Background: an optimization exercise with open tools, aiming at small area and a short achievable clock period. Do not read the settings as production practice.
In this exercise RTL edits were held to simulation tests only and were not proved equivalent to the original.

==> flow/design.v <==
module two_multipliers_one_adder(
A0,
A1,
B0,
B1,
clk,
sel_sum,
sel_pair,
sel_x,
P
);
input [17:0] A0;
input [17:0] A1;
input [17:0] B0;
input [17:0] B1;
input clk;
input sel_sum;
input sel_pair;
input sel_x;
output [71:0] P;
reg [17:0] A0_registered;
reg [17:0] A1_registered;
reg [8:0] B0_one, B0_two, B0_neg, B1_one, B1_two, B1_neg;
reg B0_b17, B1_b17;
wire [8:0] b0_one, b0_two, b0_neg, b1_one, b1_two, b1_neg;
wire b0_b17, b1_b17;
booth18 e0(.b(B0), .one(b0_one), .two(b0_two), .neg(b0_neg), .b17(b0_b17));
booth18 e1(.b(B1), .one(b1_one), .two(b1_two), .neg(b1_neg), .b17(b1_b17));
wire [36:0] xs_w, xc_w, ys_w, yc_w;
reg [36:0] xs, xc, ys, yc;
mul18cs mx(.a(A0_registered), .one(B0_one), .two(B0_two), .neg(B0_neg), .b17(B0_b17),
           .s(xs_w), .c(xc_w));
mul18cs my(.a(A1_registered), .one(B1_one), .two(B1_two), .neg(B1_neg), .b17(B1_b17),
           .s(ys_w), .c(yc_w));
always @(posedge clk) begin
    A0_registered <= A0;
    A1_registered <= A1;
    B0_one <= b0_one; B0_two <= b0_two; B0_neg <= b0_neg; B0_b17 <= b0_b17;
    B1_one <= b1_one; B1_two <= b1_two; B1_neg <= b1_neg; B1_b17 <= b1_b17;
    xs <= xs_w;
    xc <= xc_w;
    ys <= ys_w;
    yc <= yc_w;
end
wire [35:0] A0xB0 = xs[35:0] + xc[35:0];
wire [35:0] A1xB1 = ys[35:0] + yc[35:0];
wire [36:0] t1s = xs ^ xc ^ ys;
wire [36:0] t1c = (xs & xc) | (xs & ys) | (xc & ys);
wire [36:0] t1cs = {t1c[35:0], 1'b0};
wire [36:0] t2s = t1s ^ t1cs ^ yc;
wire [36:0] t2c = (t1s & t1cs) | (t1s & yc) | (t1cs & yc);
wire [36:0] tempsum = t2s + {t2c[35:0], 1'b0};
assign P[71:37] = {35{sel_pair}} & A0xB0[35:1];
assign P[36]    = (sel_pair & A0xB0[0]) | (sel_sum & tempsum[36]);
assign P[35:0]  = ({36{sel_pair}} & A1xB1) | ({36{sel_sum}} & tempsum[35:0])
                | ({36{sel_x}} & A0xB0);
endmodule
module booth18(b, one, two, neg, b17);
  input [17:0] b;
  output [8:0] one;
  output [8:0] two;
  output [8:0] neg;
  output b17;
  wire [18:0] bx = {b, 1'b0};
  genvar k;
  generate for (k = 0; k < 9; k = k + 1) begin : dig
    wire b2 = bx[2*k+2], b1 = bx[2*k+1], b0 = bx[2*k];
    assign one[k] = b1 ^ b0;
    assign two[k] = (b2 & ~b1 & ~b0) | (~b2 & b1 & b0);
    assign neg[k] = b2;
  end endgenerate
  assign b17 = b[17];
endmodule
module mul18cs(a, one, two, neg, b17, s, c);
  input [17:0] a;
  input [8:0] one;
  input [8:0] two;
  input [8:0] neg;
  input b17;
  output [36:0] s;
  output [36:0] c;
  wire v0_0 = ((one[0] & a[0])) ^ neg[0];
  wire v0_1 = ((one[0] & a[1]) | (two[0] & a[0])) ^ neg[0];
  wire v0_2 = ((one[0] & a[2]) | (two[0] & a[1])) ^ neg[0];
  wire v0_3 = ((one[0] & a[3]) | (two[0] & a[2])) ^ neg[0];
  wire v0_4 = ((one[0] & a[4]) | (two[0] & a[3])) ^ neg[0];
  wire v0_5 = ((one[0] & a[5]) | (two[0] & a[4])) ^ neg[0];
  wire v0_6 = ((one[0] & a[6]) | (two[0] & a[5])) ^ neg[0];
  wire v0_7 = ((one[0] & a[7]) | (two[0] & a[6])) ^ neg[0];
  wire v0_8 = ((one[0] & a[8]) | (two[0] & a[7])) ^ neg[0];
  wire v0_9 = ((one[0] & a[9]) | (two[0] & a[8])) ^ neg[0];
  wire v0_10 = ((one[0] & a[10]) | (two[0] & a[9])) ^ neg[0];
  wire v0_11 = ((one[0] & a[11]) | (two[0] & a[10])) ^ neg[0];
  wire v0_12 = ((one[0] & a[12]) | (two[0] & a[11])) ^ neg[0];
  wire v0_13 = ((one[0] & a[13]) | (two[0] & a[12])) ^ neg[0];
  wire v0_14 = ((one[0] & a[14]) | (two[0] & a[13])) ^ neg[0];
  wire v0_15 = ((one[0] & a[15]) | (two[0] & a[14])) ^ neg[0];
  wire v0_16 = ((one[0] & a[16]) | (two[0] & a[15])) ^ neg[0];
  wire v0_17 = ((one[0] & a[17]) | (two[0] & a[16])) ^ neg[0];
  wire v0_18 = ((two[0] & a[17])) ^ neg[0];
  wire ns0 = ~neg[0];
  wire v1_0 = ((one[1] & a[0])) ^ neg[1];
  wire v1_1 = ((one[1] & a[1]) | (two[1] & a[0])) ^ neg[1];
  wire v1_2 = ((one[1] & a[2]) | (two[1] & a[1])) ^ neg[1];
  wire v1_3 = ((one[1] & a[3]) | (two[1] & a[2])) ^ neg[1];
  wire v1_4 = ((one[1] & a[4]) | (two[1] & a[3])) ^ neg[1];
  wire v1_5 = ((one[1] & a[5]) | (two[1] & a[4])) ^ neg[1];
  wire v1_6 = ((one[1] & a[6]) | (two[1] & a[5])) ^ neg[1];
  wire v1_7 = ((one[1] & a[7]) | (two[1] & a[6])) ^ neg[1];
  wire v1_8 = ((one[1] & a[8]) | (two[1] & a[7])) ^ neg[1];
  wire v1_9 = ((one[1] & a[9]) | (two[1] & a[8])) ^ neg[1];
  wire v1_10 = ((one[1] & a[10]) | (two[1] & a[9])) ^ neg[1];
  wire v1_11 = ((one[1] & a[11]) | (two[1] & a[10])) ^ neg[1];
  wire v1_12 = ((one[1] & a[12]) | (two[1] & a[11])) ^ neg[1];
  wire v1_13 = ((one[1] & a[13]) | (two[1] & a[12])) ^ neg[1];
  wire v1_14 = ((one[1] & a[14]) | (two[1] & a[13])) ^ neg[1];
  wire v1_15 = ((one[1] & a[15]) | (two[1] & a[14])) ^ neg[1];
  wire v1_16 = ((one[1] & a[16]) | (two[1] & a[15])) ^ neg[1];
  wire v1_17 = ((one[1] & a[17]) | (two[1] & a[16])) ^ neg[1];
  wire v1_18 = ((two[1] & a[17])) ^ neg[1];
  wire ns1 = ~neg[1];
  wire v2_0 = ((one[2] & a[0])) ^ neg[2];
  wire v2_1 = ((one[2] & a[1]) | (two[2] & a[0])) ^ neg[2];
  wire v2_2 = ((one[2] & a[2]) | (two[2] & a[1])) ^ neg[2];
  wire v2_3 = ((one[2] & a[3]) | (two[2] & a[2])) ^ neg[2];
  wire v2_4 = ((one[2] & a[4]) | (two[2] & a[3])) ^ neg[2];
  wire v2_5 = ((one[2] & a[5]) | (two[2] & a[4])) ^ neg[2];
  wire v2_6 = ((one[2] & a[6]) | (two[2] & a[5])) ^ neg[2];
  wire v2_7 = ((one[2] & a[7]) | (two[2] & a[6])) ^ neg[2];
  wire v2_8 = ((one[2] & a[8]) | (two[2] & a[7])) ^ neg[2];
  wire v2_9 = ((one[2] & a[9]) | (two[2] & a[8])) ^ neg[2];
  wire v2_10 = ((one[2] & a[10]) | (two[2] & a[9])) ^ neg[2];
  wire v2_11 = ((one[2] & a[11]) | (two[2] & a[10])) ^ neg[2];
  wire v2_12 = ((one[2] & a[12]) | (two[2] & a[11])) ^ neg[2];
  wire v2_13 = ((one[2] & a[13]) | (two[2] & a[12])) ^ neg[2];
  wire v2_14 = ((one[2] & a[14]) | (two[2] & a[13])) ^ neg[2];
  wire v2_15 = ((one[2] & a[15]) | (two[2] & a[14])) ^ neg[2];
  wire v2_16 = ((one[2] & a[16]) | (two[2] & a[15])) ^ neg[2];
  wire v2_17 = ((one[2] & a[17]) | (two[2] & a[16])) ^ neg[2];
  wire v2_18 = ((two[2] & a[17])) ^ neg[2];
  wire ns2 = ~neg[2];
  wire v3_0 = ((one[3] & a[0])) ^ neg[3];
  wire v3_1 = ((one[3] & a[1]) | (two[3] & a[0])) ^ neg[3];
  wire v3_2 = ((one[3] & a[2]) | (two[3] & a[1])) ^ neg[3];
  wire v3_3 = ((one[3] & a[3]) | (two[3] & a[2])) ^ neg[3];
  wire v3_4 = ((one[3] & a[4]) | (two[3] & a[3])) ^ neg[3];
  wire v3_5 = ((one[3] & a[5]) | (two[3] & a[4])) ^ neg[3];
  wire v3_6 = ((one[3] & a[6]) | (two[3] & a[5])) ^ neg[3];
  wire v3_7 = ((one[3] & a[7]) | (two[3] & a[6])) ^ neg[3];
  wire v3_8 = ((one[3] & a[8]) | (two[3] & a[7])) ^ neg[3];
  wire v3_9 = ((one[3] & a[9]) | (two[3] & a[8])) ^ neg[3];
  wire v3_10 = ((one[3] & a[10]) | (two[3] & a[9])) ^ neg[3];
  wire v3_11 = ((one[3] & a[11]) | (two[3] & a[10])) ^ neg[3];
  wire v3_12 = ((one[3] & a[12]) | (two[3] & a[11])) ^ neg[3];
  wire v3_13 = ((one[3] & a[13]) | (two[3] & a[12])) ^ neg[3];
  wire v3_14 = ((one[3] & a[14]) | (two[3] & a[13])) ^ neg[3];
  wire v3_15 = ((one[3] & a[15]) | (two[3] & a[14])) ^ neg[3];
  wire v3_16 = ((one[3] & a[16]) | (two[3] & a[15])) ^ neg[3];
  wire v3_17 = ((one[3] & a[17]) | (two[3] & a[16])) ^ neg[3];
  wire v3_18 = ((two[3] & a[17])) ^ neg[3];
  wire ns3 = ~neg[3];
  wire v4_0 = ((one[4] & a[0])) ^ neg[4];
  wire v4_1 = ((one[4] & a[1]) | (two[4] & a[0])) ^ neg[4];
  wire v4_2 = ((one[4] & a[2]) | (two[4] & a[1])) ^ neg[4];
  wire v4_3 = ((one[4] & a[3]) | (two[4] & a[2])) ^ neg[4];
  wire v4_4 = ((one[4] & a[4]) | (two[4] & a[3])) ^ neg[4];
  wire v4_5 = ((one[4] & a[5]) | (two[4] & a[4])) ^ neg[4];
  wire v4_6 = ((one[4] & a[6]) | (two[4] & a[5])) ^ neg[4];
  wire v4_7 = ((one[4] & a[7]) | (two[4] & a[6])) ^ neg[4];
  wire v4_8 = ((one[4] & a[8]) | (two[4] & a[7])) ^ neg[4];
  wire v4_9 = ((one[4] & a[9]) | (two[4] & a[8])) ^ neg[4];
  wire v4_10 = ((one[4] & a[10]) | (two[4] & a[9])) ^ neg[4];
  wire v4_11 = ((one[4] & a[11]) | (two[4] & a[10])) ^ neg[4];
  wire v4_12 = ((one[4] & a[12]) | (two[4] & a[11])) ^ neg[4];
  wire v4_13 = ((one[4] & a[13]) | (two[4] & a[12])) ^ neg[4];
  wire v4_14 = ((one[4] & a[14]) | (two[4] & a[13])) ^ neg[4];
  wire v4_15 = ((one[4] & a[15]) | (two[4] & a[14])) ^ neg[4];
  wire v4_16 = ((one[4] & a[16]) | (two[4] & a[15])) ^ neg[4];
  wire v4_17 = ((one[4] & a[17]) | (two[4] & a[16])) ^ neg[4];
  wire v4_18 = ((two[4] & a[17])) ^ neg[4];
  wire ns4 = ~neg[4];
  wire v5_0 = ((one[5] & a[0])) ^ neg[5];
  wire v5_1 = ((one[5] & a[1]) | (two[5] & a[0])) ^ neg[5];
  wire v5_2 = ((one[5] & a[2]) | (two[5] & a[1])) ^ neg[5];
  wire v5_3 = ((one[5] & a[3]) | (two[5] & a[2])) ^ neg[5];
  wire v5_4 = ((one[5] & a[4]) | (two[5] & a[3])) ^ neg[5];
  wire v5_5 = ((one[5] & a[5]) | (two[5] & a[4])) ^ neg[5];
  wire v5_6 = ((one[5] & a[6]) | (two[5] & a[5])) ^ neg[5];
  wire v5_7 = ((one[5] & a[7]) | (two[5] & a[6])) ^ neg[5];
  wire v5_8 = ((one[5] & a[8]) | (two[5] & a[7])) ^ neg[5];
  wire v5_9 = ((one[5] & a[9]) | (two[5] & a[8])) ^ neg[5];
  wire v5_10 = ((one[5] & a[10]) | (two[5] & a[9])) ^ neg[5];
  wire v5_11 = ((one[5] & a[11]) | (two[5] & a[10])) ^ neg[5];
  wire v5_12 = ((one[5] & a[12]) | (two[5] & a[11])) ^ neg[5];
  wire v5_13 = ((one[5] & a[13]) | (two[5] & a[12])) ^ neg[5];
  wire v5_14 = ((one[5] & a[14]) | (two[5] & a[13])) ^ neg[5];
  wire v5_15 = ((one[5] & a[15]) | (two[5] & a[14])) ^ neg[5];
  wire v5_16 = ((one[5] & a[16]) | (two[5] & a[15])) ^ neg[5];
  wire v5_17 = ((one[5] & a[17]) | (two[5] & a[16])) ^ neg[5];
  wire v5_18 = ((two[5] & a[17])) ^ neg[5];
  wire ns5 = ~neg[5];
  wire v6_0 = ((one[6] & a[0])) ^ neg[6];
  wire v6_1 = ((one[6] & a[1]) | (two[6] & a[0])) ^ neg[6];
  wire v6_2 = ((one[6] & a[2]) | (two[6] & a[1])) ^ neg[6];
  wire v6_3 = ((one[6] & a[3]) | (two[6] & a[2])) ^ neg[6];
  wire v6_4 = ((one[6] & a[4]) | (two[6] & a[3])) ^ neg[6];
  wire v6_5 = ((one[6] & a[5]) | (two[6] & a[4])) ^ neg[6];
  wire v6_6 = ((one[6] & a[6]) | (two[6] & a[5])) ^ neg[6];
  wire v6_7 = ((one[6] & a[7]) | (two[6] & a[6])) ^ neg[6];
  wire v6_8 = ((one[6] & a[8]) | (two[6] & a[7])) ^ neg[6];
  wire v6_9 = ((one[6] & a[9]) | (two[6] & a[8])) ^ neg[6];
  wire v6_10 = ((one[6] & a[10]) | (two[6] & a[9])) ^ neg[6];
  wire v6_11 = ((one[6] & a[11]) | (two[6] & a[10])) ^ neg[6];
  wire v6_12 = ((one[6] & a[12]) | (two[6] & a[11])) ^ neg[6];
  wire v6_13 = ((one[6] & a[13]) | (two[6] & a[12])) ^ neg[6];
  wire v6_14 = ((one[6] & a[14]) | (two[6] & a[13])) ^ neg[6];
  wire v6_15 = ((one[6] & a[15]) | (two[6] & a[14])) ^ neg[6];
  wire v6_16 = ((one[6] & a[16]) | (two[6] & a[15])) ^ neg[6];
  wire v6_17 = ((one[6] & a[17]) | (two[6] & a[16])) ^ neg[6];
  wire v6_18 = ((two[6] & a[17])) ^ neg[6];
  wire ns6 = ~neg[6];
  wire v7_0 = ((one[7] & a[0])) ^ neg[7];
  wire v7_1 = ((one[7] & a[1]) | (two[7] & a[0])) ^ neg[7];
  wire v7_2 = ((one[7] & a[2]) | (two[7] & a[1])) ^ neg[7];
  wire v7_3 = ((one[7] & a[3]) | (two[7] & a[2])) ^ neg[7];
  wire v7_4 = ((one[7] & a[4]) | (two[7] & a[3])) ^ neg[7];
  wire v7_5 = ((one[7] & a[5]) | (two[7] & a[4])) ^ neg[7];
  wire v7_6 = ((one[7] & a[6]) | (two[7] & a[5])) ^ neg[7];
  wire v7_7 = ((one[7] & a[7]) | (two[7] & a[6])) ^ neg[7];
  wire v7_8 = ((one[7] & a[8]) | (two[7] & a[7])) ^ neg[7];
  wire v7_9 = ((one[7] & a[9]) | (two[7] & a[8])) ^ neg[7];
  wire v7_10 = ((one[7] & a[10]) | (two[7] & a[9])) ^ neg[7];
  wire v7_11 = ((one[7] & a[11]) | (two[7] & a[10])) ^ neg[7];
  wire v7_12 = ((one[7] & a[12]) | (two[7] & a[11])) ^ neg[7];
  wire v7_13 = ((one[7] & a[13]) | (two[7] & a[12])) ^ neg[7];
  wire v7_14 = ((one[7] & a[14]) | (two[7] & a[13])) ^ neg[7];
  wire v7_15 = ((one[7] & a[15]) | (two[7] & a[14])) ^ neg[7];
  wire v7_16 = ((one[7] & a[16]) | (two[7] & a[15])) ^ neg[7];
  wire v7_17 = ((one[7] & a[17]) | (two[7] & a[16])) ^ neg[7];
  wire v7_18 = ((two[7] & a[17])) ^ neg[7];
  wire ns7 = ~neg[7];
  wire v8_0 = ((one[8] & a[0])) ^ neg[8];
  wire v8_1 = ((one[8] & a[1]) | (two[8] & a[0])) ^ neg[8];
  wire v8_2 = ((one[8] & a[2]) | (two[8] & a[1])) ^ neg[8];
  wire v8_3 = ((one[8] & a[3]) | (two[8] & a[2])) ^ neg[8];
  wire v8_4 = ((one[8] & a[4]) | (two[8] & a[3])) ^ neg[8];
  wire v8_5 = ((one[8] & a[5]) | (two[8] & a[4])) ^ neg[8];
  wire v8_6 = ((one[8] & a[6]) | (two[8] & a[5])) ^ neg[8];
  wire v8_7 = ((one[8] & a[7]) | (two[8] & a[6])) ^ neg[8];
  wire v8_8 = ((one[8] & a[8]) | (two[8] & a[7])) ^ neg[8];
  wire v8_9 = ((one[8] & a[9]) | (two[8] & a[8])) ^ neg[8];
  wire v8_10 = ((one[8] & a[10]) | (two[8] & a[9])) ^ neg[8];
  wire v8_11 = ((one[8] & a[11]) | (two[8] & a[10])) ^ neg[8];
  wire v8_12 = ((one[8] & a[12]) | (two[8] & a[11])) ^ neg[8];
  wire v8_13 = ((one[8] & a[13]) | (two[8] & a[12])) ^ neg[8];
  wire v8_14 = ((one[8] & a[14]) | (two[8] & a[13])) ^ neg[8];
  wire v8_15 = ((one[8] & a[15]) | (two[8] & a[14])) ^ neg[8];
  wire v8_16 = ((one[8] & a[16]) | (two[8] & a[15])) ^ neg[8];
  wire v8_17 = ((one[8] & a[17]) | (two[8] & a[16])) ^ neg[8];
  wire v8_18 = ((two[8] & a[17])) ^ neg[8];
  wire ns8 = ~neg[8];
  wire r9_0 = b17 & a[0];
  wire r9_1 = b17 & a[1];
  wire r9_2 = b17 & a[2];
  wire r9_3 = b17 & a[3];
  wire r9_4 = b17 & a[4];
  wire r9_5 = b17 & a[5];
  wire r9_6 = b17 & a[6];
  wire r9_7 = b17 & a[7];
  wire r9_8 = b17 & a[8];
  wire r9_9 = b17 & a[9];
  wire r9_10 = b17 & a[10];
  wire r9_11 = b17 & a[11];
  wire r9_12 = b17 & a[12];
  wire r9_13 = b17 & a[13];
  wire r9_14 = b17 & a[14];
  wire r9_15 = b17 & a[15];
  wire r9_16 = b17 & a[16];
  wire r9_17 = b17 & a[17];
  wire hs0 = v0_16 ^ v1_14;
  wire hc0 = v0_16 & v1_14;
  wire hs1 = v0_17 ^ v1_15;
  wire hc1 = v0_17 & v1_15;
  wire fs0 = v0_18 ^ v1_16 ^ v2_14;
  wire fc0 = (v0_18 & v1_16) | (v0_18 & v2_14) | (v1_16 & v2_14);
  wire fs1 = ns0 ^ v1_17 ^ v2_15;
  wire fc1 = (ns0 & v1_17) | (ns0 & v2_15) | (v1_17 & v2_15);
  wire hs2 = v3_13 ^ v4_11;
  wire hc2 = v3_13 & v4_11;
  wire fs2 = v1_18 ^ v2_16 ^ v3_14;
  wire fc2 = (v1_18 & v2_16) | (v1_18 & v3_14) | (v2_16 & v3_14);
  wire hs3 = v4_12 ^ v5_10;
  wire hc3 = v4_12 & v5_10;
  wire fs3 = ns1 ^ v2_17 ^ v3_15;
  wire fc3 = (ns1 & v2_17) | (ns1 & v3_15) | (v2_17 & v3_15);
  wire hs4 = v2_18 ^ v3_16;
  wire hc4 = v2_18 & v3_16;
  wire hs5 = v0_10 ^ v1_8;
  wire hc5 = v0_10 & v1_8;
  wire hs6 = v0_11 ^ v1_9;
  wire hc6 = v0_11 & v1_9;
  wire fs4 = v0_12 ^ v1_10 ^ v2_8;
  wire fc4 = (v0_12 & v1_10) | (v0_12 & v2_8) | (v1_10 & v2_8);
  wire hs7 = v3_6 ^ v4_4;
  wire hc7 = v3_6 & v4_4;
  wire fs5 = v0_13 ^ v1_11 ^ v2_9;
  wire fc5 = (v0_13 & v1_11) | (v0_13 & v2_9) | (v1_11 & v2_9);
  wire hs8 = v3_7 ^ v4_5;
  wire hc8 = v3_7 & v4_5;
  wire fs6 = v0_14 ^ v1_12 ^ v2_10;
  wire fc6 = (v0_14 & v1_12) | (v0_14 & v2_10) | (v1_12 & v2_10);
  wire fs7 = v3_8 ^ v4_6 ^ v5_4;
  wire fc7 = (v3_8 & v4_6) | (v3_8 & v5_4) | (v4_6 & v5_4);
  wire hs9 = v6_2 ^ v7_0;
  wire hc9 = v6_2 & v7_0;
  wire fs8 = v0_15 ^ v1_13 ^ v2_11;
  wire fc8 = (v0_15 & v1_13) | (v0_15 & v2_11) | (v1_13 & v2_11);
  wire fs9 = v3_9 ^ v4_7 ^ v5_5;
  wire fc9 = (v3_9 & v4_7) | (v3_9 & v5_5) | (v4_7 & v5_5);
  wire hs10 = v6_3 ^ v7_1;
  wire hc10 = v6_3 & v7_1;
  wire fs10 = v2_12 ^ v3_10 ^ v4_8;
  wire fc10 = (v2_12 & v3_10) | (v2_12 & v4_8) | (v3_10 & v4_8);
  wire fs11 = v5_6 ^ v6_4 ^ v7_2;
  wire fc11 = (v5_6 & v6_4) | (v5_6 & v7_2) | (v6_4 & v7_2);
  wire fs12 = v8_0 ^ neg[8] ^ hs0;
  wire fc12 = (v8_0 & neg[8]) | (v8_0 & hs0) | (neg[8] & hs0);
  wire fs13 = v2_13 ^ v3_11 ^ v4_9;
  wire fc13 = (v2_13 & v3_11) | (v2_13 & v4_9) | (v3_11 & v4_9);
  wire fs14 = v5_7 ^ v6_5 ^ v7_3;
  wire fc14 = (v5_7 & v6_5) | (v5_7 & v7_3) | (v6_5 & v7_3);
  wire fs15 = v8_1 ^ hc0 ^ hs1;
  wire fc15 = (v8_1 & hc0) | (v8_1 & hs1) | (hc0 & hs1);
  wire fs16 = v3_12 ^ v4_10 ^ v5_8;
  wire fc16 = (v3_12 & v4_10) | (v3_12 & v5_8) | (v4_10 & v5_8);
  wire fs17 = v6_6 ^ v7_4 ^ v8_2;
  wire fc17 = (v6_6 & v7_4) | (v6_6 & v8_2) | (v7_4 & v8_2);
  wire fs18 = r9_0 ^ hc1 ^ fs0;
  wire fc18 = (r9_0 & hc1) | (r9_0 & fs0) | (hc1 & fs0);
  wire fs19 = v5_9 ^ v6_7 ^ v7_5;
  wire fc19 = (v5_9 & v6_7) | (v5_9 & v7_5) | (v6_7 & v7_5);
  wire fs20 = v8_3 ^ r9_1 ^ 1'b1;
  wire fc20 = (v8_3 & r9_1) | (v8_3 & 1'b1) | (r9_1 & 1'b1);
  wire fs21 = fc0 ^ fs1 ^ hs2;
  wire fc21 = (fc0 & fs1) | (fc0 & hs2) | (fs1 & hs2);
  wire fs22 = v6_8 ^ v7_6 ^ v8_4;
  wire fc22 = (v6_8 & v7_6) | (v6_8 & v8_4) | (v7_6 & v8_4);
  wire fs23 = r9_2 ^ 1'b1 ^ fc1;
  wire fc23 = (r9_2 & 1'b1) | (r9_2 & fc1) | (1'b1 & fc1);
  wire fs24 = hc2 ^ fs2 ^ hs3;
  wire fc24 = (hc2 & fs2) | (hc2 & hs3) | (fs2 & hs3);
  wire fs25 = v4_13 ^ v5_11 ^ v6_9;
  wire fc25 = (v4_13 & v5_11) | (v4_13 & v6_9) | (v5_11 & v6_9);
  wire fs26 = v7_7 ^ v8_5 ^ r9_3;
  wire fc26 = (v7_7 & v8_5) | (v7_7 & r9_3) | (v8_5 & r9_3);
  wire fs27 = fc2 ^ hc3 ^ fs3;
  wire fc27 = (fc2 & hc3) | (fc2 & fs3) | (hc3 & fs3);
  wire fs28 = v4_14 ^ v5_12 ^ v6_10;
  wire fc28 = (v4_14 & v5_12) | (v4_14 & v6_10) | (v5_12 & v6_10);
  wire fs29 = v7_8 ^ v8_6 ^ r9_4;
  wire fc29 = (v7_8 & v8_6) | (v7_8 & r9_4) | (v8_6 & r9_4);
  wire fs30 = 1'b1 ^ fc3 ^ hs4;
  wire fc30 = (1'b1 & fc3) | (1'b1 & hs4) | (fc3 & hs4);
  wire fs31 = ns2 ^ v3_17 ^ v4_15;
  wire fc31 = (ns2 & v3_17) | (ns2 & v4_15) | (v3_17 & v4_15);
  wire fs32 = v5_13 ^ v6_11 ^ v7_9;
  wire fc32 = (v5_13 & v6_11) | (v5_13 & v7_9) | (v6_11 & v7_9);
  wire fs33 = v8_7 ^ r9_5 ^ hc4;
  wire fc33 = (v8_7 & r9_5) | (v8_7 & hc4) | (r9_5 & hc4);
  wire fs34 = v3_18 ^ v4_16 ^ v5_14;
  wire fc34 = (v3_18 & v4_16) | (v3_18 & v5_14) | (v4_16 & v5_14);
  wire fs35 = v6_12 ^ v7_10 ^ v8_8;
  wire fc35 = (v6_12 & v7_10) | (v6_12 & v8_8) | (v7_10 & v8_8);
  wire hs11 = r9_6 ^ 1'b1;
  wire hc11 = r9_6 & 1'b1;
  wire fs36 = ns3 ^ v4_17 ^ v5_15;
  wire fc36 = (ns3 & v4_17) | (ns3 & v5_15) | (v4_17 & v5_15);
  wire fs37 = v6_13 ^ v7_11 ^ v8_9;
  wire fc37 = (v6_13 & v7_11) | (v6_13 & v8_9) | (v7_11 & v8_9);
  wire fs38 = v4_18 ^ v5_16 ^ v6_14;
  wire fc38 = (v4_18 & v5_16) | (v4_18 & v6_14) | (v5_16 & v6_14);
  wire hs12 = v7_12 ^ v8_10;
  wire hc12 = v7_12 & v8_10;
  wire fs39 = ns4 ^ v5_17 ^ v6_15;
  wire fc39 = (ns4 & v5_17) | (ns4 & v6_15) | (v5_17 & v6_15);
  wire hs13 = v5_18 ^ v6_16;
  wire hc13 = v5_18 & v6_16;
  wire hs14 = v0_6 ^ v1_4;
  wire hc14 = v0_6 & v1_4;
  wire hs15 = v0_7 ^ v1_5;
  wire hc15 = v0_7 & v1_5;
  wire fs40 = v0_8 ^ v1_6 ^ v2_4;
  wire fc40 = (v0_8 & v1_6) | (v0_8 & v2_4) | (v1_6 & v2_4);
  wire hs16 = v3_2 ^ v4_0;
  wire hc16 = v3_2 & v4_0;
  wire fs41 = v0_9 ^ v1_7 ^ v2_5;
  wire fc41 = (v0_9 & v1_7) | (v0_9 & v2_5) | (v1_7 & v2_5);
  wire hs17 = v3_3 ^ v4_1;
  wire hc17 = v3_3 & v4_1;
  wire fs42 = v2_6 ^ v3_4 ^ v4_2;
  wire fc42 = (v2_6 & v3_4) | (v2_6 & v4_2) | (v3_4 & v4_2);
  wire fs43 = v5_0 ^ neg[5] ^ hs5;
  wire fc43 = (v5_0 & neg[5]) | (v5_0 & hs5) | (neg[5] & hs5);
  wire fs44 = v2_7 ^ v3_5 ^ v4_3;
  wire fc44 = (v2_7 & v3_5) | (v2_7 & v4_3) | (v3_5 & v4_3);
  wire fs45 = v5_1 ^ hc5 ^ hs6;
  wire fc45 = (v5_1 & hc5) | (v5_1 & hs6) | (hc5 & hs6);
  wire fs46 = v5_2 ^ v6_0 ^ neg[6];
  wire fc46 = (v5_2 & v6_0) | (v5_2 & neg[6]) | (v6_0 & neg[6]);
  wire fs47 = hc6 ^ fs4 ^ hs7;
  wire fc47 = (hc6 & fs4) | (hc6 & hs7) | (fs4 & hs7);
  wire fs48 = v5_3 ^ v6_1 ^ fc4;
  wire fc48 = (v5_3 & v6_1) | (v5_3 & fc4) | (v6_1 & fc4);
  wire fs49 = hc7 ^ fs5 ^ hs8;
  wire fc49 = (hc7 & fs5) | (hc7 & hs8) | (fs5 & hs8);
  wire fs50 = neg[7] ^ fc5 ^ hc8;
  wire fc50 = (neg[7] & fc5) | (neg[7] & hc8) | (fc5 & hc8);
  wire fs51 = fs6 ^ fs7 ^ hs9;
  wire fc51 = (fs6 & fs7) | (fs6 & hs9) | (fs7 & hs9);
  wire fs52 = fc6 ^ fc7 ^ hc9;
  wire fc52 = (fc6 & fc7) | (fc6 & hc9) | (fc7 & hc9);
  wire fs53 = fs8 ^ fs9 ^ hs10;
  wire fc53 = (fs8 & fs9) | (fs8 & hs10) | (fs9 & hs10);
  wire fs54 = fc8 ^ fc9 ^ hc10;
  wire fc54 = (fc8 & fc9) | (fc8 & hc10) | (fc9 & hc10);
  wire fs55 = fs10 ^ fs11 ^ fs12;
  wire fc55 = (fs10 & fs11) | (fs10 & fs12) | (fs11 & fs12);
  wire fs56 = fc10 ^ fc11 ^ fc12;
  wire fc56 = (fc10 & fc11) | (fc10 & fc12) | (fc11 & fc12);
  wire fs57 = fs13 ^ fs14 ^ fs15;
  wire fc57 = (fs13 & fs14) | (fs13 & fs15) | (fs14 & fs15);
  wire fs58 = fc13 ^ fc14 ^ fc15;
  wire fc58 = (fc13 & fc14) | (fc13 & fc15) | (fc14 & fc15);
  wire fs59 = fs16 ^ fs17 ^ fs18;
  wire fc59 = (fs16 & fs17) | (fs16 & fs18) | (fs17 & fs18);
  wire fs60 = fc16 ^ fc17 ^ fc18;
  wire fc60 = (fc16 & fc17) | (fc16 & fc18) | (fc17 & fc18);
  wire fs61 = fs19 ^ fs20 ^ fs21;
  wire fc61 = (fs19 & fs20) | (fs19 & fs21) | (fs20 & fs21);
  wire fs62 = fc19 ^ fc20 ^ fc21;
  wire fc62 = (fc19 & fc20) | (fc19 & fc21) | (fc20 & fc21);
  wire fs63 = fs22 ^ fs23 ^ fs24;
  wire fc63 = (fs22 & fs23) | (fs22 & fs24) | (fs23 & fs24);
  wire fs64 = fc22 ^ fc23 ^ fc24;
  wire fc64 = (fc22 & fc23) | (fc22 & fc24) | (fc23 & fc24);
  wire fs65 = fs25 ^ fs26 ^ fs27;
  wire fc65 = (fs25 & fs26) | (fs25 & fs27) | (fs26 & fs27);
  wire fs66 = fc25 ^ fc26 ^ fc27;
  wire fc66 = (fc25 & fc26) | (fc25 & fc27) | (fc26 & fc27);
  wire fs67 = fs28 ^ fs29 ^ fs30;
  wire fc67 = (fs28 & fs29) | (fs28 & fs30) | (fs29 & fs30);
  wire fs68 = fc28 ^ fc29 ^ fc30;
  wire fc68 = (fc28 & fc29) | (fc28 & fc30) | (fc29 & fc30);
  wire fs69 = fs31 ^ fs32 ^ fs33;
  wire fc69 = (fs31 & fs32) | (fs31 & fs33) | (fs32 & fs33);
  wire fs70 = fc31 ^ fc32 ^ fc33;
  wire fc70 = (fc31 & fc32) | (fc31 & fc33) | (fc32 & fc33);
  wire fs71 = fs34 ^ fs35 ^ hs11;
  wire fc71 = (fs34 & fs35) | (fs34 & hs11) | (fs35 & hs11);
  wire fs72 = r9_7 ^ fc34 ^ fc35;
  wire fc72 = (r9_7 & fc34) | (r9_7 & fc35) | (fc34 & fc35);
  wire fs73 = hc11 ^ fs36 ^ fs37;
  wire fc73 = (hc11 & fs36) | (hc11 & fs37) | (fs36 & fs37);
  wire fs74 = r9_8 ^ 1'b1 ^ fc36;
  wire fc74 = (r9_8 & 1'b1) | (r9_8 & fc36) | (1'b1 & fc36);
  wire fs75 = fc37 ^ fs38 ^ hs12;
  wire fc75 = (fc37 & fs38) | (fc37 & hs12) | (fs38 & hs12);
  wire fs76 = v7_13 ^ v8_11 ^ r9_9;
  wire fc76 = (v7_13 & v8_11) | (v7_13 & r9_9) | (v8_11 & r9_9);
  wire fs77 = fc38 ^ hc12 ^ fs39;
  wire fc77 = (fc38 & hc12) | (fc38 & fs39) | (hc12 & fs39);
  wire fs78 = v7_14 ^ v8_12 ^ r9_10;
  wire fc78 = (v7_14 & v8_12) | (v7_14 & r9_10) | (v8_12 & r9_10);
  wire fs79 = 1'b1 ^ fc39 ^ hs13;
  wire fc79 = (1'b1 & fc39) | (1'b1 & hs13) | (fc39 & hs13);
  wire fs80 = ns5 ^ v6_17 ^ v7_15;
  wire fc80 = (ns5 & v6_17) | (ns5 & v7_15) | (v6_17 & v7_15);
  wire fs81 = v8_13 ^ r9_11 ^ hc13;
  wire fc81 = (v8_13 & r9_11) | (v8_13 & hc13) | (r9_11 & hc13);
  wire fs82 = v6_18 ^ v7_16 ^ v8_14;
  wire fc82 = (v6_18 & v7_16) | (v6_18 & v8_14) | (v7_16 & v8_14);
  wire hs18 = r9_12 ^ 1'b1;
  wire hc18 = r9_12 & 1'b1;
  wire fs83 = ns6 ^ v7_17 ^ v8_15;
  wire fc83 = (ns6 & v7_17) | (ns6 & v8_15) | (v7_17 & v8_15);
  wire hs19 = v7_18 ^ v8_16;
  wire hc19 = v7_18 & v8_16;
  wire hs20 = v0_4 ^ v1_2;
  wire hc20 = v0_4 & v1_2;
  wire hs21 = v0_5 ^ v1_3;
  wire hc21 = v0_5 & v1_3;
  wire fs84 = v2_2 ^ v3_0 ^ neg[3];
  wire fc84 = (v2_2 & v3_0) | (v2_2 & neg[3]) | (v3_0 & neg[3]);
  wire fs85 = v2_3 ^ v3_1 ^ hc14;
  wire fc85 = (v2_3 & v3_1) | (v2_3 & hc14) | (v3_1 & hc14);
  wire fs86 = neg[4] ^ hc15 ^ fs40;
  wire fc86 = (neg[4] & hc15) | (neg[4] & fs40) | (hc15 & fs40);
  wire fs87 = fc40 ^ hc16 ^ fs41;
  wire fc87 = (fc40 & hc16) | (fc40 & fs41) | (hc16 & fs41);
  wire fs88 = fc41 ^ hc17 ^ fs42;
  wire fc88 = (fc41 & hc17) | (fc41 & fs42) | (hc17 & fs42);
  wire fs89 = fc42 ^ fc43 ^ fs44;
  wire fc89 = (fc42 & fc43) | (fc42 & fs44) | (fc43 & fs44);
  wire fs90 = fc44 ^ fc45 ^ fs46;
  wire fc90 = (fc44 & fc45) | (fc44 & fs46) | (fc45 & fs46);
  wire fs91 = fc46 ^ fc47 ^ fs48;
  wire fc91 = (fc46 & fc47) | (fc46 & fs48) | (fc47 & fs48);
  wire fs92 = fc48 ^ fc49 ^ fs50;
  wire fc92 = (fc48 & fc49) | (fc48 & fs50) | (fc49 & fs50);
  wire fs93 = fc50 ^ fc51 ^ fs52;
  wire fc93 = (fc50 & fc51) | (fc50 & fs52) | (fc51 & fs52);
  wire fs94 = fc52 ^ fc53 ^ fs54;
  wire fc94 = (fc52 & fc53) | (fc52 & fs54) | (fc53 & fs54);
  wire fs95 = fc54 ^ fc55 ^ fs56;
  wire fc95 = (fc54 & fc55) | (fc54 & fs56) | (fc55 & fs56);
  wire fs96 = fc56 ^ fc57 ^ fs58;
  wire fc96 = (fc56 & fc57) | (fc56 & fs58) | (fc57 & fs58);
  wire fs97 = fc58 ^ fc59 ^ fs60;
  wire fc97 = (fc58 & fc59) | (fc58 & fs60) | (fc59 & fs60);
  wire fs98 = fc60 ^ fc61 ^ fs62;
  wire fc98 = (fc60 & fc61) | (fc60 & fs62) | (fc61 & fs62);
  wire fs99 = fc62 ^ fc63 ^ fs64;
  wire fc99 = (fc62 & fc63) | (fc62 & fs64) | (fc63 & fs64);
  wire fs100 = fc64 ^ fc65 ^ fs66;
  wire fc100 = (fc64 & fc65) | (fc64 & fs66) | (fc65 & fs66);
  wire fs101 = fc66 ^ fc67 ^ fs68;
  wire fc101 = (fc66 & fc67) | (fc66 & fs68) | (fc67 & fs68);
  wire fs102 = fc68 ^ fc69 ^ fs70;
  wire fc102 = (fc68 & fc69) | (fc68 & fs70) | (fc69 & fs70);
  wire fs103 = fc70 ^ fc71 ^ fs72;
  wire fc103 = (fc70 & fc71) | (fc70 & fs72) | (fc71 & fs72);
  wire fs104 = fc72 ^ fc73 ^ fs74;
  wire fc104 = (fc72 & fc73) | (fc72 & fs74) | (fc73 & fs74);
  wire fs105 = fc74 ^ fc75 ^ fs76;
  wire fc105 = (fc74 & fc75) | (fc74 & fs76) | (fc75 & fs76);
  wire fs106 = fc76 ^ fc77 ^ fs78;
  wire fc106 = (fc76 & fc77) | (fc76 & fs78) | (fc77 & fs78);
  wire fs107 = fc78 ^ fc79 ^ fs80;
  wire fc107 = (fc78 & fc79) | (fc78 & fs80) | (fc79 & fs80);
  wire fs108 = fc80 ^ fc81 ^ fs82;
  wire fc108 = (fc80 & fc81) | (fc80 & fs82) | (fc81 & fs82);
  wire fs109 = r9_13 ^ fc82 ^ hc18;
  wire fc109 = (r9_13 & fc82) | (r9_13 & hc18) | (fc82 & hc18);
  wire fs110 = r9_14 ^ 1'b1 ^ fc83;
  wire fc110 = (r9_14 & 1'b1) | (r9_14 & fc83) | (1'b1 & fc83);
  wire fs111 = ns7 ^ v8_17 ^ r9_15;
  wire fc111 = (ns7 & v8_17) | (ns7 & r9_15) | (v8_17 & r9_15);
  wire hs22 = v8_18 ^ r9_16;
  wire hc22 = v8_18 & r9_16;
  wire hs23 = v0_2 ^ v1_0;
  wire hc23 = v0_2 & v1_0;
  wire hs24 = v0_3 ^ v1_1;
  wire hc24 = v0_3 & v1_1;
  wire fs112 = v2_0 ^ neg[2] ^ hs20;
  wire fc112 = (v2_0 & neg[2]) | (v2_0 & hs20) | (neg[2] & hs20);
  wire fs113 = v2_1 ^ hc20 ^ hs21;
  wire fc113 = (v2_1 & hc20) | (v2_1 & hs21) | (hc20 & hs21);
  wire fs114 = hs14 ^ hc21 ^ fs84;
  wire fc114 = (hs14 & hc21) | (hs14 & fs84) | (hc21 & fs84);
  wire fs115 = hs15 ^ fc84 ^ fs85;
  wire fc115 = (hs15 & fc84) | (hs15 & fs85) | (fc84 & fs85);
  wire fs116 = hs16 ^ fc85 ^ fs86;
  wire fc116 = (hs16 & fc85) | (hs16 & fs86) | (fc85 & fs86);
  wire fs117 = hs17 ^ fc86 ^ fs87;
  wire fc117 = (hs17 & fc86) | (hs17 & fs87) | (fc86 & fs87);
  wire fs118 = fs43 ^ fc87 ^ fs88;
  wire fc118 = (fs43 & fc87) | (fs43 & fs88) | (fc87 & fs88);
  wire fs119 = fs45 ^ fc88 ^ fs89;
  wire fc119 = (fs45 & fc88) | (fs45 & fs89) | (fc88 & fs89);
  wire fs120 = fs47 ^ fc89 ^ fs90;
  wire fc120 = (fs47 & fc89) | (fs47 & fs90) | (fc89 & fs90);
  wire fs121 = fs49 ^ fc90 ^ fs91;
  wire fc121 = (fs49 & fc90) | (fs49 & fs91) | (fc90 & fs91);
  wire fs122 = fs51 ^ fc91 ^ fs92;
  wire fc122 = (fs51 & fc91) | (fs51 & fs92) | (fc91 & fs92);
  wire fs123 = fs53 ^ fc92 ^ fs93;
  wire fc123 = (fs53 & fc92) | (fs53 & fs93) | (fc92 & fs93);
  wire fs124 = fs55 ^ fc93 ^ fs94;
  wire fc124 = (fs55 & fc93) | (fs55 & fs94) | (fc93 & fs94);
  wire fs125 = fs57 ^ fc94 ^ fs95;
  wire fc125 = (fs57 & fc94) | (fs57 & fs95) | (fc94 & fs95);
  wire fs126 = fs59 ^ fc95 ^ fs96;
  wire fc126 = (fs59 & fc95) | (fs59 & fs96) | (fc95 & fs96);
  wire fs127 = fs61 ^ fc96 ^ fs97;
  wire fc127 = (fs61 & fc96) | (fs61 & fs97) | (fc96 & fs97);
  wire fs128 = fs63 ^ fc97 ^ fs98;
  wire fc128 = (fs63 & fc97) | (fs63 & fs98) | (fc97 & fs98);
  wire fs129 = fs65 ^ fc98 ^ fs99;
  wire fc129 = (fs65 & fc98) | (fs65 & fs99) | (fc98 & fs99);
  wire fs130 = fs67 ^ fc99 ^ fs100;
  wire fc130 = (fs67 & fc99) | (fs67 & fs100) | (fc99 & fs100);
  wire fs131 = fs69 ^ fc100 ^ fs101;
  wire fc131 = (fs69 & fc100) | (fs69 & fs101) | (fc100 & fs101);
  wire fs132 = fs71 ^ fc101 ^ fs102;
  wire fc132 = (fs71 & fc101) | (fs71 & fs102) | (fc101 & fs102);
  wire fs133 = fs73 ^ fc102 ^ fs103;
  wire fc133 = (fs73 & fc102) | (fs73 & fs103) | (fc102 & fs103);
  wire fs134 = fs75 ^ fc103 ^ fs104;
  wire fc134 = (fs75 & fc103) | (fs75 & fs104) | (fc103 & fs104);
  wire fs135 = fs77 ^ fc104 ^ fs105;
  wire fc135 = (fs77 & fc104) | (fs77 & fs105) | (fc104 & fs105);
  wire fs136 = fs79 ^ fc105 ^ fs106;
  wire fc136 = (fs79 & fc105) | (fs79 & fs106) | (fc105 & fs106);
  wire fs137 = fs81 ^ fc106 ^ fs107;
  wire fc137 = (fs81 & fc106) | (fs81 & fs107) | (fc106 & fs107);
  wire fs138 = hs18 ^ fc107 ^ fs108;
  wire fc138 = (hs18 & fc107) | (hs18 & fs108) | (fc107 & fs108);
  wire fs139 = fs83 ^ fc108 ^ fs109;
  wire fc139 = (fs83 & fc108) | (fs83 & fs109) | (fc108 & fs109);
  wire fs140 = hs19 ^ fc109 ^ fs110;
  wire fc140 = (hs19 & fc109) | (hs19 & fs110) | (fc109 & fs110);
  wire fs141 = hc19 ^ fc110 ^ fs111;
  wire fc141 = (hc19 & fc110) | (hc19 & fs111) | (fc110 & fs111);
  wire fs142 = 1'b1 ^ fc111 ^ hs22;
  wire fc142 = (1'b1 & fc111) | (1'b1 & hs22) | (fc111 & hs22);
  wire fs143 = ns8 ^ r9_17 ^ hc22;
  wire fc143 = (ns8 & r9_17) | (ns8 & hc22) | (r9_17 & hc22);
  assign s[0] = v0_0;
  assign c[0] = neg[0];
  assign s[1] = v0_1;
  assign c[1] = 1'b0;
  assign s[2] = neg[1];
  assign c[2] = hs23;
  assign s[3] = hc23;
  assign c[3] = hs24;
  assign s[4] = hc24;
  assign c[4] = fs112;
  assign s[5] = fc112;
  assign c[5] = fs113;
  assign s[6] = fc113;
  assign c[6] = fs114;
  assign s[7] = fc114;
  assign c[7] = fs115;
  assign s[8] = fc115;
  assign c[8] = fs116;
  assign s[9] = fc116;
  assign c[9] = fs117;
  assign s[10] = fc117;
  assign c[10] = fs118;
  assign s[11] = fc118;
  assign c[11] = fs119;
  assign s[12] = fc119;
  assign c[12] = fs120;
  assign s[13] = fc120;
  assign c[13] = fs121;
  assign s[14] = fc121;
  assign c[14] = fs122;
  assign s[15] = fc122;
  assign c[15] = fs123;
  assign s[16] = fc123;
  assign c[16] = fs124;
  assign s[17] = fc124;
  assign c[17] = fs125;
  assign s[18] = fc125;
  assign c[18] = fs126;
  assign s[19] = fc126;
  assign c[19] = fs127;
  assign s[20] = fc127;
  assign c[20] = fs128;
  assign s[21] = fc128;
  assign c[21] = fs129;
  assign s[22] = fc129;
  assign c[22] = fs130;
  assign s[23] = fc130;
  assign c[23] = fs131;
  assign s[24] = fc131;
  assign c[24] = fs132;
  assign s[25] = fc132;
  assign c[25] = fs133;
  assign s[26] = fc133;
  assign c[26] = fs134;
  assign s[27] = fc134;
  assign c[27] = fs135;
  assign s[28] = fc135;
  assign c[28] = fs136;
  assign s[29] = fc136;
  assign c[29] = fs137;
  assign s[30] = fc137;
  assign c[30] = fs138;
  assign s[31] = fc138;
  assign c[31] = fs139;
  assign s[32] = fc139;
  assign c[32] = fs140;
  assign s[33] = fc140;
  assign c[33] = fs141;
  assign s[34] = fc141;
  assign c[34] = fs142;
  assign s[35] = fc142;
  assign c[35] = fs143;
  assign s[36] = 1'b1;
  assign c[36] = fc143;
endmodule
module accumulate(
A0,
B0,
C0,
clk,
add_previous,
reset,
mode_0,
S
);
input [71:0] A0;
input [71:0] B0;
input [43:0] C0;
input clk;
input reset;
input add_previous;
input mode_0;
output [143:0] S;
reg [35:0] A0_reg;
reg [35:0] B0_reg;
reg [143:0] S_temp;
wire pass = mode_0 & ~reset;
wire acc  = ~mode_0 & ~reset;
wire [43:0] x = {8'd0, A0_reg};
wire [43:0] y = {8'd0, B0_reg};
wire [43:0] cs_s = x ^ y ^ C0;
wire [43:0] cs_c = (x & y) | (x & C0) | (y & C0);
wire [43:0] with_prev = cs_s + {cs_c[42:0], 1'b0};
wire [36:0] no_prev = A0_reg + B0_reg;
wire [43:0] accumulated = add_previous ? with_prev : {7'd0, no_prev};
always @(posedge clk) begin
    A0_reg <= A0[35:0];
    B0_reg <= B0[35:0];
    S_temp[143:100] <= ({44{pass}} & {A0[71:28]}) | ({44{acc}} & accumulated);
    S_temp[99:72]   <= {28{pass}} & A0[27:0];
    S_temp[71:0]    <= {72{pass}} & B0;
end
assign S = S_temp;
endmodule
module half_dsp (
A0, A1, B0, B1, C0, C1, D0, D1,
sel_sum, sel_pair, sel_x, mode_0,
from_previous, add_previous, clk, reset,
result
);
input [17:0] A0;
input [17:0] A1;
input [17:0] B0;
input [17:0] B1;
input [17:0] C0;
input [17:0] C1;
input [17:0] D0;
input [17:0] D1;
input sel_sum;
input sel_pair;
input sel_x;
input mode_0;
input [43:0] from_previous;
input add_previous;
input clk;
input reset;
output [143:0] result;
wire [71:0] p0;
wire [71:0] p1;
two_multipliers_one_adder m0(
.A0 (A0), .A1 (A1), .B0 (B0), .B1 (B1),
.clk (clk),
.sel_sum (sel_sum), .sel_pair (sel_pair), .sel_x (sel_x),
.P (p0)
);
two_multipliers_one_adder m1(
.A0 (C0), .A1 (C1), .B0 (D0), .B1 (D1),
.clk (clk),
.sel_sum (sel_sum), .sel_pair (sel_pair), .sel_x (sel_x),
.P (p1)
);
accumulate m2(
.A0 (p0),
.B0 (p1),
.C0 (from_previous),
.add_previous (add_previous),
.S (result),
.clk (clk),
.mode_0 (mode_0),
.reset (reset)
);
endmodule
module dsp (
A0, A1, B0, B1, C0, C1, D0, D1,
E0, E1, F0, F1, G0, G1, H0, H1,
from_previous, add_previous, clk, mode_0, mode_1, reset,
result0, result1
);
input [17:0] A0;
input [17:0] A1;
input [17:0] B0;
input [17:0] B1;
input [17:0] C0;
input [17:0] C1;
input [17:0] D0;
input [17:0] D1;
input [17:0] E0;
input [17:0] E1;
input [17:0] F0;
input [17:0] F1;
input [17:0] G0;
input [17:0] G1;
input [17:0] H0;
input [17:0] H1;
input [43:0] from_previous;
input clk;
input reset;
input mode_0;
input mode_1;
input add_previous;
output [143:0] result0;
output [143:0] result1;
reg reset_d;
reg sel_sum;    
reg sel_pair;   
reg sel_x;      
always @(posedge clk) begin
    reset_d  <= reset;
    sel_sum  <= ~reset & ~reset_d & ~mode_0 & ~mode_1;
    sel_pair <= ~reset & ~reset_d &  mode_0 & ~mode_1;
    sel_x    <= ~reset & ~reset_d &  mode_1;
end
wire sel_sum_e  = sel_sum & ~reset;
wire sel_pair_e = sel_pair & ~reset;
wire sel_x_e    = sel_x & ~reset;
wire [143:0] the_output0;
wire [143:0] the_output1;
half_dsp m0(
.A0 (A0), .A1 (A1), .B0 (B0), .B1 (B1),
.C0 (C0), .C1 (C1), .D0 (D0), .D1 (D1),
.sel_sum (sel_sum_e), .sel_pair (sel_pair_e), .sel_x (sel_x_e),
.mode_0 (mode_0),
.from_previous (from_previous),
.add_previous (add_previous),
.clk (clk),
.reset (reset),
.result (the_output0)
);
half_dsp m1(
.A0 (E0), .A1 (E1), .B0 (F0), .B1 (F1),
.C0 (G0), .C1 (G1), .D0 (H0), .D1 (H1),
.sel_sum (sel_sum_e), .sel_pair (sel_pair_e), .sel_x (sel_x_e),
.mode_0 (mode_0),
.from_previous (the_output0[71:28]),
.add_previous (add_previous),
.clk (clk),
.reset (reset),
.result (the_output1)
);
assign result0 = the_output0;
assign result1 = the_output1;
endmodule
==> flow/run.sh <==
#!/bin/bash
# synth_recipe.tcl (not shown) runs the flow's synth.tcl, then flattens the netlist and writes it again
# the make line also repeats each setting of config.mk as NAME=value (left out here)
make -C /OpenROAD-flow-scripts/flow DESIGN_CONFIG=/design/flow/config.mk WORK_HOME=/design/flow/orfs CLKGATE_MAP_FILE= SYNTH_SCRIPT=/design/flow/synth_recipe.tcl finish
==> flow/config.mk <==
export PLATFORM = sky130hd
export DESIGN_NAME = dsp
export DESIGN_NICKNAME = dsp
export VERILOG_FILES = /design/flow/design.v
export SDC_FILE = /design/flow/constraint.sdc
export NUM_CORES = 4
export LEC_CHECK = 0
export CAP_MARGIN = 20
export CORE_MARGIN = 2
export CORE_UTILIZATION = 40
export SETUP_SLACK_MARGIN = 4.6
export SLEW_MARGIN = 20
==> flow/constraint.sdc <==
create_clock -name core_clock -period 8.5 [get_ports {clk}]
set_input_delay 1.7000 -clock core_clock [delete_from_list [all_inputs] [get_ports {clk}]]
set_output_delay 1.7000 -clock core_clock [all_outputs]
set_load 0.01 [all_outputs]
==> flow_results.xml <==
<?xml version="1.0" encoding="UTF-8"?>
<metrics>
  <group name="timing">
    <metric name="finalSetupViolCount" unit="">0</metric>
    <metric name="timing.final.hold_violations" unit="">0</metric>
    <metric name="setup_repair_after_global_routing_missed_its_margin" unit="">yes</metric>
    <metric name="worst_slew_pin_slew" unit="ns">1.35</metric>
    <metric name="fin_skew" unit="ns">0.104</metric>
    <metric name="number_of_max_slew_violations_in_the_final_report" unit="">0</metric>
    <metric name="post_layout_minimum_cycle_time" unit="ns">4.60</metric>
    <metric name="slew_limit_headroom" unit="%">9.05</metric>
    <metric name="whs" unit="ns">0.449</metric>
    <metric name="fmaxAchievable" unit="MHz">217</metric>
    <metric name="min_period_over_period" unit="%">54.1</metric>
    <metric name="tns" unit="ns">0</metric>
  </group>
  <group name="clock_tree">
    <metric name="total_of_hold_buffers_inserted_after_clock_tree_synthesis" unit="">0</metric>
    <metric name="cts_tree" unit="">built</metric>
    <metric name="root_driver" unit="">clkbuf_16</metric>
    <metric name="clk_path_buf_depth" unit="">4</metric>
    <metric name="clock_sink_count" unit="">1372</metric>
    <metric name="h-tree-depth" unit="">4</metric>
    <metric name="cts_buffers" unit="">171</metric>
    <metric name="clk-insertion-delay-late" unit="ns">0.93</metric>
    <metric name="path_clk_slew" unit="ns">0.06</metric>
  </group>
  <group name="place">
    <metric name="io_buffers" unit="">624</metric>
    <metric name="placed_cells" unit="">17273</metric>
    <metric name="post-dp-hpwl" unit="mm">360</metric>
    <metric name="gp_congestion" unit="">1.00</metric>
  </group>
  <group name="detailed_routing">
    <metric name="aggregate_routed_wire_length" unit="mm">471</metric>
    <metric name="drt_drc_violations_left" unit="">0</metric>
    <metric name="vias" unit="">100915</metric>
    <metric name="initialDrtViolationCount" unit="">10460</metric>
    <metric name="detail_route.vias_per_cell" unit="">5.67</metric>
    <metric name="antenna_violating_nets_post_route" unit="">0</metric>
    <metric name="firstDrtPassIters" unit="">8</metric>
    <metric name="post_drt_wl_per_cell" unit="um">26.5</metric>
  </group>
  <group name="critical_path">
    <metric name="cp_slowest_stage_delay" unit="ns">0.55</metric>
    <metric name="arrival" unit="ns">5.38</metric>
    <metric name="worst-path-max-fanout" unit="">4</metric>
    <metric name="worstSetupStartpointType" unit="">flip-flop</metric>
    <metric name="critPathRequiredTime" unit="ns">9.28</metric>
    <metric name="path_buf_inv" unit="">0</metric>
    <metric name="critical_path.top_delay_family" unit="">compound AO/OA/AOI/OAI gates</metric>
    <metric name="endpoint_kind" unit="">flip-flop</metric>
    <metric name="most_used_cell_cp" unit="">fa_1</metric>
    <metric name="critical_path.cell_chain" unit="">fa_1, fa_1, ha_4, nor2b_4, o31ai_4, a211oi_2, or4_4, o31a_1, a311o_2, a2111oi_4, o41ai_2, xor2_1, a221o_1, and2_1</metric>
    <metric name="path_class" unit="">reg -&gt; reg</metric>
    <metric name="cp_slowest_cell" unit="">fa_1</metric>
  </group>
  <group name="floorplanning">
    <metric name="design.die.area" unit="um^2">317000</metric>
    <metric name="top_level_ports" unit="">625</metric>
    <metric name="initial_utilization" unit="%">40.1</metric>
    <metric name="placement_rows" unit="">205</metric>
    <metric name="die_height" unit="um">563</metric>
    <metric name="core_region_area" unit="um^2">311000</metric>
    <metric name="chipWidth" unit="um">563</metric>
  </group>
  <group name="global_route">
    <metric name="grt_pass1_vias" unit="">98777</metric>
    <metric name="grt_first_pass_wirelength" unit="mm">686</metric>
    <metric name="grt_overflow" unit="">0</metric>
    <metric name="grt_start_max_net_pins" unit="">96</metric>
    <metric name="antenna_found_initial" unit="">42</metric>
    <metric name="grt.total_usage" unit="%">29.1</metric>
  </group>
  <group name="job">
    <metric name="cap_violations" unit="">0</metric>
  </group>
  <group name="synthesis">
    <metric name="ys_warn_count" unit="">3</metric>
    <metric name="netlist_top_cells_area" unit="">fa_1, dfxtp_1, xnor2_1, ha_1, a22oi_1</metric>
    <metric name="synthCells" unit="">13315</metric>
    <metric name="synth.cell_area" unit="um^2">125000</metric>
    <metric name="yosysSeqAreaShare" unit="%">22.0</metric>
    <metric name="synth-async-reset-ratio" unit="%">0</metric>
    <metric name="synth.net_count" unit="">15876</metric>
    <metric name="synth.lib_cells_used.distinct" unit="">85</metric>
    <metric name="synth-edff-count" unit="">0</metric>
    <metric name="yosysTopAreaCellShare" unit="%">22.5</metric>
    <metric name="postSynth.topFlopCell" unit="">dfxtp_1</metric>
    <metric name="ys_ff_latch" unit="">1372</metric>
    <metric name="post-synth-top-area-cell" unit="">fa_1</metric>
    <metric name="syn_avg_cell_area" unit="um^2">9.38</metric>
  </group>
  <group name="finish">
    <metric name="fillerInstances" unit="">29744</metric>
    <metric name="finalCoreUtilization" unit="%">46.5</metric>
    <metric name="post_layout_nets" unit="">16073</metric>
    <metric name="reg.largest.list" unit="">m0.m2.S_temp x144, m1.m2.S_temp x144</metric>
    <metric name="finish.cell_count_without_fillers" unit="">17804</metric>
    <metric name="final_layout_size_suffix_gt1_share" unit="%">10.0</metric>
    <metric name="area_growth" unit="%">15.8</metric>
  </group>
  <group name="status">
    <metric name="status" unit="">no timing/DRC/antenna violations</metric>
  </group>
  <group name="min_path">
    <metric name="timing.hold.worst.class" unit="">reg -&gt; reg</metric>
  </group>
</metrics>
[layout make-up]
cell class                      count  area [um^2]  area share, %
Multi-Input combinational cell   9444        90800           62.8
Sequential cell                  1372        27800           19.2
Timing Repair Buffer              963         8960           6.20
Inverter                         1560         5920           4.09
Tap cell                         4140         5180           3.58
Clock buffer                      217         4740           3.28
Clock inverter                     92         1160          0.805
Antenna cell                       16         40.0         0.0277
[metal layers]
metal	routed length, um	up-vias	share of wire (%)	GRT usage [%]
met3	41500	902	8.8	5.12
met2	203000	4964	43	43.8
met5	204	-	0.043	0
li1	-	45128	-	-
met1	196000	49887	42	39.6
met4	30600	34	6.5	15.6
[kinds of logic after synthesis]
logic type / count (synthesis) / synth area share (%)
compound gates: 3256 / 18.0
xor+xnor: 1939 / 13.6
fa+ha+maj: 2224 / 30.7
buf+inv: 2500 / 7.52
flops: 1372 / 22.0
mux: 58 / 0.483
simple gates: 1966 / 7.66
[layout by cell type, fill, tap and decap left out, types with 68 or more instances in the layout]
| cell | synthesis | routed |
|---|---|---|
| a31oi_1 | 86 | 68 |
| clkdlybuf4s50_1 | 0 | 589 |
| dfxtp_1 | 1372 | 1149 |
| a21oi_1 | 509 | 458 |
| xnor2_1 | 1227 | 1214 |
| xor2_1 | 712 | 706 |
| inv_1 | 1551 | 1509 |
| nand3b_1 | 74 | 74 |
| nand3_1 | 140 | 134 |
| o21a_1 | 76 | 74 |
| ha_1 | 820 | 740 |
| o21ai_0 | 438 | 358 |
| a22oi_1 | 1281 | 1276 |
| fa_1 | 1404 | 1389 |
| a21o_1 | 308 | 307 |
| nand2_1 | 668 | 653 |
| clkbuf_16 | 0 | 175 |
| nor2_1 | 402 | 380 |
| nand2b_1 | 115 | 112 |
| buf_4 | 1 | 286 |
| nand4_1 | 80 | 80 |
| dfxtp_2 | 0 | 194 |
| and2_1 | 196 | 194 |
[through the flow]
step | worst slack, ns | instance area, um^2
5_1_grt | 3.82 | 145000
4_1_cts | 3.93 | 143000
3_3_place_gp | 2.67 | 134000
3_5_place_dp | 2.71 | 134000
2_1_floorplan | 3.83 | 125000
6_report | 3.90 | 145000
[path summary, 6_finish.rpt]
| path | end | slack, ns | cells past startpoint | startpoint |
|---|---|---|---|---|
| worst max-delay path | m1.m2.S_temp[33] | 3.90 | 14 | m1.m1.xs[3] |
| worst min-delay path | sel_x | 0.45 | 1 | reset_d |
| worst max register to register | m1.m2.S_temp[33] | 3.90 | 14 | m1.m1.xs[3] |
| worst min register to register | sel_x | 0.45 | 1 | reset_d |
[timing repair]
action	CTS	global route
gates resized for setup	527	352
pin swaps	155	203
cloned	1	0
endpoints found under the setup margin	473	238
setup buffers	118	87
[cells in the mapped netlist, types with 55 or more instances]
master	number
inv_1	1551
fa_1	1404
dfxtp_1	1372
a22oi_1	1281
xnor2_1	1227
ha_1	820
clkbuf_1	724
xor2_1	712
nand2_1	668
a21oi_1	509
o21ai_0	438
nor2_1	402
a21o_1	308
buf_1	215
and2_1	196
nand3_1	140
nand2b_1	115
a31oi_1	86
nand4_1	80
o21a_1	76
nand3b_1	74
a211oi_1	70
nor2b_1	68
nor3_1	65
o21bai_1	57
and3_1	55

==> re-timing with driven ports <==
The results above use ideal ports. As a check the final layout listed here was re-extracted and re-timed, cells and wires unchanged.
Step 1 sets driving cells, clkbuf_16 on the clock port and buf_2 on the other inputs (assumed; they add their load-dependent delay and slew).
Step 2 adds t to the input delays and takes it off the output delays; t is the mean of the earliest and latest rising clock arrival at the registers after step 1. Input paths then give back, and output paths get back, about the clock's delay inside the block.
Three values: no drivers, after step 1, after step 2; two values: the first two.
t (ns): 0.992
setup WS [ns]: 3.899 / 3.899 / 3.154
clock arrival spread, ns: 0.116 / 0.116
worst slew at a driven data input, ns: 0.24
pins driven straight from the clock port: 1
After both steps this run still meets setup and hold. For this run, drivers alone change the setup slack by 0.000 ns; drivers and shift together by -0.745 ns.
